This is an optimization exercise on Yosys and OpenROAD, whose aim is small area and a short achievable clock period, not a production implementation.
The RTL was checked by simulation tests, not by an equivalence proof against the original design.
Power figures rest on the tool's default switching activity, not on a simulated workload.

File: design.v
module Sync_FIFO
#(
	parameter data_width 		= 8		,	 
	parameter fifo_depth 		= 64		,	 
	parameter fifo_depth_bits	= 6			 
)
	(
		input  				clock			,
		input  				reset            	,
		input  				wr_req 			,
		input  [data_width-1:0] 	wr_data			,
		input  				rd_req            	,
		output reg [data_width-1:0]	rd_data			,
		output  			full            	,
		output  			empty            	,
		output  reg			overflow            	,
		input  				clear_overflow_request  ,
		output [fifo_depth_bits-1:0]	wr_index   		,
		output [fifo_depth_bits-1:0]	rd_index   
	);
	reg [data_width-1:0] memory [0:fifo_depth-1]			; 
	reg [fifo_depth_bits:0] 	wr_index_counter   		;  
	reg [fifo_depth_bits:0]  	rd_index_counter 		;
	wire full_sig  							;
	wire empty_sig 							;
	always @(posedge clock)
	begin
		if(reset == 1'b1) 
		begin
			wr_index_counter	<= {(fifo_depth_bits+1){1'b0}}	;
		end
		else if(wr_req == 1'b1 && full_sig == 1'b0) 
		begin
			memory[wr_index_counter[fifo_depth_bits-1:0]]	<=	wr_data		;
			wr_index_counter 	<=  wr_index_counter + 1'b1				;
		end 
	end 
	always @(posedge clock)
	begin
		if(reset == 1'b1)
		begin
			rd_index_counter	<= {(fifo_depth_bits+1){1'b0}}				;
			rd_data			<= {data_width{1'b0}}					;
		end	
		else if(rd_req == 1'b1 && empty_sig != 1'b1) 
		begin
			rd_data			<=	memory[rd_index_counter[fifo_depth_bits-1:0]]	;
			rd_index_counter	<=  rd_index_counter + 1'b1				; 
		end 
	end 
	assign full_sig 	= (wr_index_counter[fifo_depth_bits-1:0] == rd_index_counter[fifo_depth_bits-1:0]) && (wr_index_counter[fifo_depth_bits] != rd_index_counter[fifo_depth_bits]);
	assign empty_sig 	= (wr_index_counter == rd_index_counter)		;
	assign wr_index 	= wr_index_counter[fifo_depth_bits-1:0]			;
	assign rd_index 	= rd_index_counter[fifo_depth_bits-1:0]			;
	assign full 		= full_sig						;
	assign empty 		= empty_sig 						;
	always @(posedge clock)
	begin
		if(reset == 1'b1)  
			overflow <=	 1'b0 	;
		else if(clear_overflow_request == 1'b1)
			overflow <=	 1'b0 	;
		else if(full_sig == 1'b1 && wr_req == 1'b1) 
			overflow <=  1'b1	;
	end 
endmodule 
module I2C_Serial_Interface (clk, reset, SLAVE_ADDRESS_r,data_from_tx_fifo,tx_fifo_rd_en,control_reg,data_to_rx_fifo,rx_fifo_wr_en,i2c_sda_in,i2c_sda_out,i2c_scl,ref_clk_test, debug_port);
    	input   clk, reset;
	input [6:0]  	SLAVE_ADDRESS_r				;
	input [7:0] 	data_from_tx_fifo			;
	output 		tx_fifo_rd_en				;
	output reg [7:0]data_to_rx_fifo				;
	output		rx_fifo_wr_en				;
	 input [31:0] 	control_reg				;
    	input 	   	i2c_sda_in				;
    	output 	   	i2c_sda_out				;
    	output		i2c_scl					;
    	output 		ref_clk_test				;
    	output [47:0] debug_port				;
    	parameter IDLE	      			= 4'b0000	;
    	parameter I2C_START			= 4'b0001	;
    	parameter SEND_SLAVE_REG_ADDR_DATA 	= 4'b0010	;
    	parameter WAIT_STATE			= 4'b0011	;
    	parameter BUS_RELEASE			= 4'b0100	;
    	parameter ACK_CHECK		        = 4'b0101	;
    	parameter RD_DATA		        = 4'b0110	;
    	parameter RD_ACK_NACK			= 4'b0111	;
    	parameter STOP		       		= 4'b1000	;
    	reg [3:0] state						;
    	reg	  ref_clk					; 
	reg [7:0] ref_clk_counter				;
	wire 	  sda_in					;
	reg 	  release_bus					;
	reg       sda_change_flag				;
	reg 	  i2c_scl_cpy					;
	reg 	  sda_out					;
	wire [47:0] debug_port_ELA				;
	reg 		R_W_N					;
	reg 	[5:0]	BYTE_COUNT				;
	reg 		USE_REGISTER				;
	reg	[7:0] 	REGISTER				;
	reg 		USE_REPEATED_START			;
	reg		START					;
	reg 		TEST_OUT				;
	reg	[6:0] 	SLAVE_ADDRESS				;
	reg 		DEBUG_OUT				;
	reg	[7:0] 	RX_DATA					;
	 reg 		R_W_N_r					;
	 reg 	[5:0]	BYTE_COUNT_r				;
	 reg 		USE_REGISTER_r				;
	 reg	[7:0] 	REGISTER_r				;
	 reg 		USE_REPEATED_START_r			;
	 reg 	[7:0] 	Address_reg_data_I2C			;
	 reg  [2:0] 	shift_counter 				;
	 reg 	[1:0]	Addr_data_sel				; 
	 reg   		tx_fifo_rd_en_sig			; 
	 reg		tx_fifo_rd_en_sig_del			;
	 reg 		start_fsm				;
	 reg		clr_start_fsm				;
	 reg 	[2:0] 	dummy_counter				;
	 reg		ack_error				;
	 reg		Rd_data_flag				;
	 reg 		rx_fifo_wr_en_sig			;
	 reg		rx_fifo_wr_en_sig_del			;
	 reg 		BUSY					;
	always @ (posedge(clk))
	begin
		if (reset)
		begin
			ref_clk_counter <= 0			;
			ref_clk <= 1'b0				;
		end
		else if (ref_clk_counter < 125)
		begin
			ref_clk_counter <= ref_clk_counter + 1	;
			ref_clk <= 1'b0				;
		end
		else
		begin
			ref_clk_counter <= 0			;
			ref_clk <= 1				;
		end
	end
	assign ref_clk_test	=	ref_clk			;
	assign i2c_scl = i2c_scl_cpy				; 
	assign i2c_sda_out = sda_out				; 
	assign sda_in  = i2c_sda_in				; 
	always @(posedge clk)
	begin
		if(reset == 1'b1)
		begin
			START		<=	1'b0			;
			start_fsm	<=	1'b0			;
		end
		else
		begin
		START		<=	control_reg[17]		;
		if(clr_start_fsm == 1'b1)	
			start_fsm	<= 1'b0 		;
		else if((control_reg[17] && ~START) == 1'b1)	 
			start_fsm  <=  1'b1			;
		end
	end 
	always @(posedge clk)
	begin
		if(start_fsm == 1'b1)
		begin
			R_W_N				<=	control_reg[0]			;
			BYTE_COUNT			<=	control_reg[6:1]		;
			USE_REGISTER			<=	control_reg[7]			;
			REGISTER			<=	control_reg[15:8]		;
			USE_REPEATED_START		<=	control_reg[16]			;
			TEST_OUT			<=	control_reg[18]			;
			SLAVE_ADDRESS			<=	control_reg[25:19]		;
			DEBUG_OUT			<=	control_reg[31:26]		;
		end 
		else if(start_fsm == 1'b0)
		begin
			R_W_N				<=	1'b0				;
			BYTE_COUNT			<=	5'd0				;
			USE_REGISTER			<=	1'd0				;
			REGISTER			<=	8'd0				;
			USE_REPEATED_START		<=	1'b0				;
			TEST_OUT			<=	1'b0				;
			SLAVE_ADDRESS			<=	7'd0				;
			DEBUG_OUT			<=	13'd0				;
		end 
	end
	 always @(posedge clk)
	 begin
		if(reset == 1'b1)
			tx_fifo_rd_en_sig_del	<=	1'b0					;
		else
			tx_fifo_rd_en_sig_del	<=	tx_fifo_rd_en_sig			;
	 end 
	 assign tx_fifo_rd_en		=	tx_fifo_rd_en_sig & (~tx_fifo_rd_en_sig_del)	;
	always @(posedge clk)
	begin
		if(Addr_data_sel == 2'b00)									
			Address_reg_data_I2C	<=	{SLAVE_ADDRESS_r,1'b0}		; 
		else if(Addr_data_sel == 2'b01)								
			Address_reg_data_I2C	<=	{SLAVE_ADDRESS_r,1'b1}		; 
		else if(Addr_data_sel == 2'b10)
			Address_reg_data_I2C	<=	REGISTER_r			; 
		else 
			Address_reg_data_I2C	<=	data_from_tx_fifo		; 
	end 
	always @(posedge clk)
	begin
		if(reset == 1'b1)
			BUSY	<=	1'b0	;
		else if(start_fsm == 1'b1)
			BUSY	<=	1'b1	;
		else if(state == STOP && BYTE_COUNT_r == 6'd0)
			BUSY	<=	1'b0	;
	end 
   always @(posedge clk)
	begin
		if(reset==1'b1)
		begin
			i2c_scl_cpy						<= 1'b1							;
			sda_out							<= 1'b1							;
			R_W_N_r							<=	1'b0						;
			BYTE_COUNT_r						<=	5'd0						;
			USE_REGISTER_r						<=	1'd0						;
			REGISTER_r						<=	8'd0						;
			USE_REPEATED_START_r					<=	1'b0						;
			clr_start_fsm						<=	1'b0						;
			sda_change_flag						<=	1'b1						;
			sda_out								<= 1'b0						;
			Addr_data_sel						<=	2'b00						; 
			tx_fifo_rd_en_sig					<=	1'b0						;
			shift_counter						<=	3'b111						;
			ack_error						<=	1'b0						;
			rx_fifo_wr_en_sig					<=	1'b0						;
			Rd_data_flag						<=	1'b0						;
			state							<=	IDLE						;	
		end 
		else if(ref_clk == 1'b1 )
		begin
			case(state)
				IDLE:
				begin
					i2c_scl_cpy				<= 	1'b1						;	 
					sda_out					<= 	1'b1						;	 
					ack_error				<=	1'b0						;
					if(start_fsm == 1'b1 || Rd_data_flag == 1'b1)								 
					begin
						if(Rd_data_flag == 1'b1)
						begin
							state			<=	I2C_START					;	 
						end
						else
						begin
							R_W_N_r			<= R_W_N						;
							BYTE_COUNT_r		<= BYTE_COUNT						;
							USE_REGISTER_r		<= USE_REGISTER						;	
							REGISTER_r		<= REGISTER						;
							USE_REPEATED_START_r	<= USE_REPEATED_START					;
							state			<= I2C_START						;	
						end
					end 
					else
						state 				<=	IDLE						;
				end
				I2C_START:
				begin
					sda_change_flag				<=	1'b1						;	 
					sda_out					<= 1'b0							;	 
					shift_counter				<=	3'b111						;	 
					if(Rd_data_flag == 1'b1)			
						Addr_data_sel			<=	2'b01						;	 
					else			
					begin			
						clr_start_fsm			<=	1'b1						;	 
						Addr_data_sel			<=	2'b00						;	 
						if(R_W_N_r == 1'b0)			
							tx_fifo_rd_en_sig	<=	1'b1						;	 
					end 
					state	<=	SEND_SLAVE_REG_ADDR_DATA							;
				end
				SEND_SLAVE_REG_ADDR_DATA:
				begin
					tx_fifo_rd_en_sig			<=	1'b0						;	 
					if(sda_change_flag == 1'b1)
					begin
						shift_counter			<= 	shift_counter - 1'b1				;
						i2c_scl_cpy			<=	1'b0						;
						sda_out				<=	Address_reg_data_I2C[shift_counter]		;
						if(shift_counter == 3'b000)
						begin
							state			<=	WAIT_STATE					;
							if(Addr_data_sel == 2'b11)
								BYTE_COUNT_r	<=	BYTE_COUNT_r -1 				;
						end 
						else
							state			<=	SEND_SLAVE_REG_ADDR_DATA			;
							sda_change_flag		<= 	1'b0						;
					end
					else 
					begin
						sda_change_flag			<=	1'b1						;
						i2c_scl_cpy			<=	1'b1						;
						state				<=	SEND_SLAVE_REG_ADDR_DATA			;
					end
				end
				WAIT_STATE:												 
				begin
					i2c_scl_cpy				<=	1'b1						;
					state					<=	BUS_RELEASE					;
				end 
				BUS_RELEASE:												 
				begin
					i2c_scl_cpy				<=	1'b0						;
					sda_out					<=	1'b1						;							
					state					<=	ACK_CHECK					;
					if(Addr_data_sel == 2'b11 && BYTE_COUNT_r > 6'd0)
					begin
						tx_fifo_rd_en_sig		<=	1'b1 						; 
					end 
				end 
				ACK_CHECK:
				begin
					i2c_scl_cpy				<=	1'b1						;
					if(sda_in == 1'b0)
					begin
						sda_change_flag			<=	1'b1						;
						if(Addr_data_sel 	== 2'b00 && USE_REGISTER_r == 1'b1 )					 
						begin
							Addr_data_sel		<=  2'b10						;	 
							state			<=	SEND_SLAVE_REG_ADDR_DATA	;
						end 
						else if(Addr_data_sel != 2'b01 && R_W_N_r == 1'b0 && BYTE_COUNT_r > 6'd0)			 
						begin
							Addr_data_sel		<=  2'b11						;
							state			<=	SEND_SLAVE_REG_ADDR_DATA	;
						end 
						else if(Addr_data_sel != 2'b01 && R_W_N_r == 1'b0 && BYTE_COUNT_r == 6'd0)			 
						begin
							sda_out			<=	1'b0						;
							state			<=	STOP						;
						end 
						else if(R_W_N_r == 1'b1 && Rd_data_flag == 1'b0)						 
						begin
							Rd_data_flag		<=	1'b1						;
							sda_out			<=	1'b0						;
							state			<=	STOP						;
						end
						else
						begin												 
							Rd_data_flag		<=	1'b0						;
							sda_out			<=	1'b1						;
							state			<=	RD_DATA						;
						end 
					end 
					else
					begin
						ack_error			<=	1'b1						;
						state				<=	STOP						;
					end 
				end 
				RD_DATA:
				begin
					if(i2c_scl_cpy 		== 1'b1)
					begin
						sda_out				<=	1'b1						;
						i2c_scl_cpy			<=	1'b0						;
						state				<=	RD_DATA						;
					end
					else
					begin
						i2c_scl_cpy			<=	1'b1						;
						shift_counter			<= 	shift_counter - 1'b1				;
						RX_DATA[shift_counter]		<=	sda_in						;
						if(shift_counter == 3'b000)
						begin
							BYTE_COUNT_r		<=	BYTE_COUNT_r - 1'b1				;
							state			<=	RD_ACK_NACK					;
						end 
					end
				end 	
				RD_ACK_NACK:
				begin
					data_to_rx_fifo				<=	RX_DATA						;
					rx_fifo_wr_en_sig			<=	1'b1						;	 
					if(i2c_scl_cpy	==	1'b1)
					begin
						i2c_scl_cpy			<=	1'b0						;
						if(BYTE_COUNT_r > 6'd0)											
						begin
							sda_out			<=	1'b0						;	 
							state			<=	RD_ACK_NACK					;
						end 
						else
						begin
							sda_out			<=	1'b1						;	 
							state			<=	RD_ACK_NACK					;
						end
					end
					else	
					begin
						rx_fifo_wr_en_sig		<=	1'b0						;
						if(BYTE_COUNT_r > 6'd0)
						begin
							i2c_scl_cpy <= 1'b1								;
							state			<=	RD_DATA						;	 
						end 
						else
						begin
							i2c_scl_cpy <= 1'b1								;
							state			<=	STOP						;	 
						end
					end 
				end
				STOP:
				begin
					if(i2c_scl_cpy	== 1'b1)
					begin
						sda_out		 		<=	1'b0						;
						i2c_scl_cpy			<=	1'b0						;
						state 				<=	STOP						;
					end 
					else
					begin
						if(USE_REPEATED_START_r == 1'b1 && Rd_data_flag == 1'b1) 
						begin 	
							sda_out		 	<=	1'b1						;
							i2c_scl_cpy		<=	1'b1						;
							clr_start_fsm 		<=	1'b0						;
							state			<=	I2C_START					;
						end
						else
						begin
							sda_out		 	<=	1'b0						;
							i2c_scl_cpy		<=	1'b1						;
							clr_start_fsm 		<=	1'b0						;
							state			<=	IDLE						;
						end 
					end 
				end 
			endcase
		end
	end 
	always @(posedge clk)
	begin
		if(reset == 1'b1)
			rx_fifo_wr_en_sig_del	<=	1'b0			;
		else
			rx_fifo_wr_en_sig_del	<=	rx_fifo_wr_en_sig	;
	end 
	assign rx_fifo_wr_en	  = rx_fifo_wr_en_sig & ~rx_fifo_wr_en_sig_del	;
	assign debug_port_ELA = {4'd0,rx_fifo_wr_en,rx_fifo_wr_en_sig_del,BUSY,rx_fifo_wr_en_sig,data_to_rx_fifo,Rd_data_flag,data_from_tx_fifo,tx_fifo_rd_en_sig_del,tx_fifo_rd_en_sig,BYTE_COUNT_r,ack_error,start_fsm,sda_in,ref_clk,sda_out,i2c_scl_cpy,Addr_data_sel,state,shift_counter}	;
	assign debug_port	= debug_port_ELA	; 
endmodule
module I2C_Master (clk, reset, address, byteenable, chipselect, writedata, readdata, write, read,i2c_sda_in,i2c_sda_out,i2c_scl,ref_clk_test, debug_port);
    input   clk, reset;
    input             	read, write, chipselect	;
    input 	[1:0] 	address			;
    input 	[3:0]  	byteenable		;
    input 	[31:0] 	writedata		;
    output reg 	[31:0] 	readdata		;
    input 	       	i2c_sda_in		;
    output		i2c_sda_out		;
    output		i2c_scl			;
    output 		ref_clk_test		;
    output   	[14:0]  debug_port		;
    parameter ADDRESS           	= 2'b00	;
    parameter DATA              	= 2'b01	;
    parameter STATUS            	= 2'b10	;
    parameter CONTROL       		= 2'b11	;
    	reg [31:0] 	slave_address		;
    	reg  [31:0] 	tx_fifo_data_in		;
    	wire [31:0] 	tx_fifo_data_out	;
 	reg		tx_fifo_wr_req		;
	wire       	tx_fifo_rd_req		;
	wire		tx_fifo_full		;
	wire		tx_fifo_empty		;
	wire		tx_fifo_overflow	;
	wire		clr_tx_fifo_overflow	;
	wire [5:0] 	tx_fifo_wr_index	;
	wire [5:0] 	tx_fifo_rd_index	;
    	wire [31:0]	rx_fifo_data_in		;
	wire		rx_fifo_wr_req		;
	wire       	rx_fifo_rd_req		;
    	wire [7:0] 	rx_fifo_data_out	;
	wire		rx_fifo_full		;
	wire		rx_fifo_empty		;
	wire [5:0] 	rx_fifo_wr_index	;
	wire [5:0] 	rx_fifo_rd_index	;
	wire		rx_fifo_overflow	;
	wire		clr_rx_fifo_overflow	;
	wire[31:0] 	rx_tx_fifo_status		;
    	reg [31:0] 	rx_tx_fifo_status_service	;	 
    	reg [31:0] 	control_reg			;
	wire 		BUSY				;
	wire		ACK_ERROR			;
	reg 		chipselect_del			;
	wire		chipselect_rsg			;
	wire [47:0]  	debug_port_serial_interface	;
    always @ (*)
    begin
        if (read && chipselect)
            case (address)
                ADDRESS: 
                    readdata = slave_address		;
                DATA:
                    readdata = {24'b0, rx_fifo_data_out}	;
                STATUS: 
                    readdata = rx_tx_fifo_status	;
                CONTROL: 
                    readdata = control_reg		;
            endcase
        else
            readdata = 32'b0;
    end 
    always @ (posedge clk)
    begin
        if (reset)
        begin
    	    	slave_address 			<= 32'h0			;
    	    	tx_fifo_data_in	  		<= 32'h0			;
    	    	control_reg	  		<= 32'h0			;	
	 	tx_fifo_wr_req			<= 1'b0				; 
		rx_tx_fifo_status_service	<= 32'h0			; 
        end
        else
        begin
            if (write && chipselect)
            begin
                case (address)
                    ADDRESS: 
                        slave_address <= writedata				;
                    DATA:
			begin
                        	tx_fifo_data_in 	<= writedata		;
				tx_fifo_wr_req		<=	1'b1		;
			end 
                    STATUS: 
                        rx_tx_fifo_status_service 	<= writedata		;
                    CONTROL: 
                        control_reg 			<= writedata		;
                endcase
            end
	    else
	    begin
		tx_fifo_wr_req				<=	1'b0		; 
		rx_tx_fifo_status_service		<=	32'h00000000	; 
	    end 
        end
    end
	 always @(posedge clk)
	 begin
		if (reset)
			chipselect_del	<=	1'b0				;
		else
			chipselect_del	<=	chipselect			;
	 end 
	assign chipselect_rsg 		= chipselect & (~chipselect_del)	;	 
	assign rx_fifo_rd_req 		= ((chipselect_rsg == 1'b1)&& (read == 1'b1) && (address == DATA))?1'b1 :1'b0						; 
	assign clr_tx_fifo_overflow	= rx_tx_fifo_status_service[3]		;
	assign clr_rx_fifo_overflow	= rx_tx_fifo_status_service[0]		;
Sync_FIFO TX_FIFO_inst
(
	.clock(clk) 								,	 
	.reset(reset) 								,	 
	.wr_req(tx_fifo_wr_req) 						,	 
	.wr_data(tx_fifo_data_in[7:0])						,	 
	.rd_req(tx_fifo_rd_req) 						,	 
	.rd_data(tx_fifo_data_out[7:0]) 					,	 
	.full(tx_fifo_full) 							,	 
	.empty(tx_fifo_empty) 							,	 
	.overflow(tx_fifo_overflow) 						,	 
	.clear_overflow_request(clr_tx_fifo_overflow)				,	 
	.wr_index(tx_fifo_wr_index) 						,	 
	.rd_index(tx_fifo_rd_index) 							 
);
defparam TX_FIFO_inst.data_width = 8;
defparam TX_FIFO_inst.fifo_depth = 64;
defparam TX_FIFO_inst.fifo_depth_bits = 6;
Sync_FIFO RX_FIFO_inst
(
	.clock(clk) 								,	 
	.reset(reset) 								,	 
	.wr_req(rx_fifo_wr_req) 						,	 
	.wr_data(rx_fifo_data_in[7:0])						,	 
	.rd_req(rx_fifo_rd_req) 						,	 
	.rd_data(rx_fifo_data_out[7:0]) 					,	 
	.full(rx_fifo_full) 							,	 
	.empty(rx_fifo_empty) 							,	 
	.overflow(rx_fifo_overflow) 						,	 
	.clear_overflow_request(clr_rx_fifo_overflow)				,	 
	.wr_index(rx_fifo_wr_index) 						,	 
	.rd_index(rx_fifo_rd_index) 							 
);
defparam RX_FIFO_inst.data_width = 8;
defparam RX_FIFO_inst.fifo_depth = 64;
defparam RX_FIFO_inst.fifo_depth_bits = 6;
I2C_Serial_Interface I2C_Serial_Interface_inst
(
	.clk(clk) 								,	 
	.reset(reset) 								,	 
	.SLAVE_ADDRESS_r(slave_address[6:0])					,	 
	.data_from_tx_fifo(tx_fifo_data_out[7:0]) 				,	 
	.tx_fifo_rd_en(tx_fifo_rd_req) 						,	 
	.control_reg(control_reg) 						,	 
	.data_to_rx_fifo(rx_fifo_data_in[7:0]) 					,	 
	.rx_fifo_wr_en(rx_fifo_wr_req) 						,	 
	.i2c_sda_in(i2c_sda_in) 						,	 
	.i2c_sda_out(i2c_sda_out) 						,	 
	.i2c_scl(i2c_scl) 							,	 
	.ref_clk_test(ref_clk_test) 						,	 
	.debug_port(debug_port_serial_interface) 					 
);
assign ACK_ERROR 	= debug_port_serial_interface[14]	;
assign BUSY			= debug_port_serial_interface[41]	;
assign rx_tx_fifo_status  = {rx_fifo_rd_index,rx_fifo_wr_index,tx_fifo_rd_index,tx_fifo_wr_index,BUSY,ACK_ERROR,tx_fifo_empty,tx_fifo_full,tx_fifo_overflow,rx_fifo_empty,rx_fifo_full,rx_fifo_overflow}	;
assign debug_port = {rx_fifo_empty,rx_fifo_full,tx_fifo_full,rx_fifo_rd_index[2:0],rx_fifo_wr_index[2:0],tx_fifo_rd_index[2:0],tx_fifo_wr_index[2:0]}	;
endmodule
File: run.sh
#!/bin/bash
# synth_recipe.tcl (not shown) runs the flow's synth.tcl, then flattens the netlist and writes it again
# the make line also repeats each setting of config.mk as NAME=value (left out here)
make -C /OpenROAD-flow-scripts/flow DESIGN_CONFIG=/design/flow/config.mk WORK_HOME=/design/flow/orfs CLKGATE_MAP_FILE= SYNTH_SCRIPT=/design/flow/synth_recipe.tcl finish
File: config.mk
export PLATFORM = sky130hd
export DESIGN_NAME = I2C_Master
export DESIGN_NICKNAME = I2C_Master
export VERILOG_FILES = /design/flow/design.v
export SDC_FILE = /design/flow/constraint.sdc
export NUM_CORES = 4
export LEC_CHECK = 0
export CAP_MARGIN = 20
export CORE_MARGIN = 2
export CORE_UTILIZATION = 50
export PLACE_DENSITY = 0.65
export SLEW_MARGIN = 20
File: constraint.sdc
create_clock -name core_clock -period 4.5 [get_ports {clk}]
set_input_delay 0.9000 -clock core_clock [delete_from_list [all_inputs] [get_ports {clk}]]
set_output_delay 0.9000 -clock core_clock [all_outputs]
set_load 0.01 [all_outputs]
==> notes.md <==
Setup repair after global routing missed its margin: no
Sequential cell area: 35200 um^2
Top cells by area, synth: edfxtp_1 63%, dfxtp_1 7.9%, mux4_2 7.4%, mux2i_1 4.9%, nor2_1 2.0%
Die Y: 319 um
Max-cap violations: 0
Area delta synth->final: 12.8%
Post-cts sizing count: 0
Slew Limit Fails: 0
Mean Syn Cell Area: 15.7 um^2
Worst flop-to-flop path endpoint: RX_FIFO_inst.memory[8][1]$_DFFE_PP_
HP Class: reg -> reg
Critical path cell sequence: xor2_1, or2_2, nor3_1, mux4_2, nor2b_1, clkdlybuf4s50_1
CP endpoint: readdata[2]
VDD IR max: 0.000368 V
Worst hold path depth: 1
Hold WS: 0.423 ns
Min Tclk post-route: 4.35 ns
Final RePlAce weighted congestion: 0.879
Cells on worst reg2reg path: 7
Actual slew at the worst max-slew pin: 0.948 ns
R2R setup slack: 0.64 ns
Post-layout nets: 3324
Via count: 28100
Post-route cell area: 56000 um^2
Fillers: 7521
Post-route DRC: 0
Register area share after synthesis: 70.8%
IO buf count: 89
Die extent in x: 319 um
Max incr delay on CP: 0.74 ns
Initial antenna violation count: 2
Max Freq: 230 MHz
Reg-to-Reg Start: RX_FIFO_inst.wr_index_counter[4]$_SDFFE_PP0P_
Critical Path Source: RX_FIFO_inst.wr_index_counter[4]$_SDFFE_PP0P_
GR Overflow Total: 0
Worst-path clk slew: 0.06 ns
First-pass GRT wire length: 177000 um
Row count: 115
Status: no timing/DRC/antenna violations
Final hold vios: 0
Number of global-route vias before repair: 27800
Antenna Violating Nets Remaining: 0
Largest net degree at the start of global routing: 98
Setup crit start kind: register
Count of different cell masters after synthesis: 67
Post-synthesis async set-or-reset flop share: 0%
Fin crit share: 96.7%
Starting Density: 50.4%
CP max-delay cell: dfxtp_1
CP Class: reg -> out
Final WL: 120000 um
Synth Instances: 3153
Clock latency on the worst-skew pair: 0.73 ns
Post-synth top area share: 62.9%
# diodes: 0
Maximum fanout along the worst path: 10
Area of the multi-input gates: 13400 um^2
Iter 0 DRT Violations: 3061
Die ar.: 102000 um^2
Drt wl/cell: 25.7 um
# hold bufs at CTS: 0
Num CTS Buffers: 121
Worst Skew: 0.0595 ns
WP data required: 3.60 ns
PwrDens: 403 nW/um^2
Post-CTS setup buffer count: 0
Share of cells above drive strength 1: 15.7%
Number of flops mapped to enable cells by yosys: 1040
DR vias/cell: 6.03
Synth Warn #: 3
DRT Pass-1 Iters: 7
CTS root buf: clkbuf_16
Ys flop type: edfxtp_1
CTS sink cnt: 1235
Max Root-Sink Buffers: 3
Worst rel slew slack: 36.6%
Htree depth: 3
CTS tree: done
Area post-placement: 52000 um^2
Endpoint type of the worst setup path: output port
CP Data Arrival Time: 3.45 ns
Post-synthesis register bit count: 1235
Syn Nets: 3210
Fin Setup TNS: 0 ns
# IOs: 94
Core footprint: 98400 um^2
Pleak: 17.2 nW
Synth area leader: edfxtp_1
HPWL Detailed: 75700 um
Total GRT Usage: 23.3%
Post-Syn Area: 49600 um^2
Setup-failing EPs final: 0
[power breakdown]
part | internal (mW) | total, mW | leakage (nW) | switching [mW]
clock network | 5.75 | 10.1 | 1.91 | 4.33
logic | 0.0718 | 0.218 | 4.27 | 0.146
registers | 12.3 | 12.3 | 11.0 | 0.0187
total | 18.1 | 22.6 | 17.2 | 4.50
[logic make-up (layout without fill, tap and decap cells)]
family / count (synthesis) / in the layout / share of synthesized area, %
AO/OA/AOI/OAI: 408 / 408 / 5.42
XOR/XNOR: 44 / 44 / 0.807
adder cells (fa/ha/maj): 13 / 13 / 0.328
buffers and inverters: 232 / 449 / 2.30
flip-flops: 1235 / 1235 / 70.8
multiplexers: 440 / 440 / 13.1
AND/OR/NAND/NOR: 781 / 781 / 7.28
[layer usage]
metal  wire (um)  global-route usage [%]
met1       50000                    32.6
met2       56600                    37.0
met3        9980                    4.97
met4        3330                    6.89
met5           0                       0
[placed cells by master (no fill, tap or decap), types with 11 or more instances in the layout]
cell,netlist,final
and2_1,28,28
o21ai_0,34,34
nand2_1,228,228
nor2b_1,34,34
nand3b_1,20,20
a211oi_1,29,28
nand2b_1,11,11
clkdlybuf4s50_1,0,86
xor2_1,28,28
clkbuf_1,108,29
a221oi_1,11,11
clkinv_1,1,29
o22ai_1,13,13
a22oi_1,126,126
inv_1,24,24
buf_4,40,102
bufinv_16,0,13
o221ai_1,11,11
mux2i_1,243,243
ha_1,13,13
nor2_1,265,263
xnor2_1,14,14
clkinv_2,0,17
a21oi_1,131,131
nor3_1,41,41
nand4_1,18,18
mux2_2,33,33
edfxtp_1,1040,1040
dfxtp_1,195,181
clkbuf_16,0,122
mux4_2,164,164
nand3_1,69,69
[through the flow]
stage	instances	worst slack, ns	power [mW]	utilization (%)
6_report	4657	0.148	22.6	56.9
5_1_grt	4657	0.0862	23.2	56.9
4_1_cts	4656	0.132	22.7	56.9
3_5_place_dp	4430	0.707	12.7	52.9
3_3_place_gp	4430	0.723	12.7	52.9
2_1_floorplan	3153	1.34	12.6	-
[cell type report]
type                            count  area share [%]
Clock buffer                      152            5.67
Clock inverter                     74            1.43
Inverter                           25           0.168
Multi-Input combinational cell   1686            23.9
Sequential cell                  1235            62.8
Tap cell                         1287            2.87
Timing Repair Buffer              198            3.19
[critical path, delay by kind of cell (launching register included)]
kind,cells,cell delay (ns)
xor+xnor,1,0.18
mux,1,0.29
buf+inv,1,0.61
simple gates,3,0.92
flops,1,0.74
[cells in the mapped netlist, types with 5 or more instances]
cell type and number:
inv_1 24, clkbuf_1 108, nor2_1 265, buf_1 11, edfxtp_1 1040, nand4_1 18
mux4_2 164, a21oi_1 131, a22o_1 8, mux2i_1 243, a221oi_1 11, nor3_1 41
o21ai_0 34, buf_4 40, xor2_1 28, nand3b_1 20, nand2_1 228, nor2_2 8
a31oi_1 11, or3_1 5, and2_1 28, nand3_1 69, a22oi_1 126, and3_1 10
o211ai_1 6, a211oi_1 29, a311oi_1 6, nor2b_1 34, dfxtp_1 195, or2_2 10
buf_2 38, nand2b_1 11, ha_1 13, buf_6 10, o221ai_1 11, xnor2_1 14
nor4_1 5, mux2_2 33, o22ai_1 13
[how the worst min path moves through the flow]
stage	start	endpoint	slack [ns]
3_3_place_gp	rx_tx_fifo_status_service[0]$_SDFFE_PP0N_	RX_FIFO_inst.overflow$_SDFFE_PP0P_	0.41
4_1_cts	rx_tx_fifo_status_service[3]$_SDFFE_PP0N_	TX_FIFO_inst.overflow$_SDFFE_PP0P_	0.42
6_report	rx_tx_fifo_status_service[0]$_SDFFE_PP0N_	RX_FIFO_inst.overflow$_SDFFE_PP0P_	0.42
5_1_grt	rx_tx_fifo_status_service[3]$_SDFFE_PP0N_	TX_FIFO_inst.overflow$_SDFFE_PP0P_	0.42
3_5_place_dp	rx_tx_fifo_status_service[0]$_SDFFE_PP0N_	RX_FIFO_inst.overflow$_SDFFE_PP0P_	0.41
2_1_floorplan	rx_tx_fifo_status_service[3]$_SDFFE_PP0N_	TX_FIFO_inst.overflow$_SDFFE_PP0P_	0.40

separate check: timing with driven ports:
The flow's constraints put no driver on any port. The routed layout listed below was extracted and timed again, unchanged, in two steps.
Step 1 sets driving cells, clkbuf_16 on the clock port and buf_2 on the other inputs (assumed; they add their load-dependent delay and slew).
Step 2 times the ports against the registers' clock, not the clock port: input delays grow and output delays shrink by t, the midpoint of the rising clock arrivals with the driver on.
Slacks: no drivers / after step 1 / after step 2; pairs: no drivers / after step 1.
t, ns: 0.766
setup slack, ns: 0.148 / 0.085 / 0.644
clock arrival spread, ns: 0.074 / 0.074
worst register clock-pin slew, ns: 0.07 / 0.07
worst slew at a driven data input, ns: 0.15
After both steps this run still meets setup and hold. For this run, drivers alone change the setup slack by -0.063 ns; drivers and shift together by +0.496 ns.
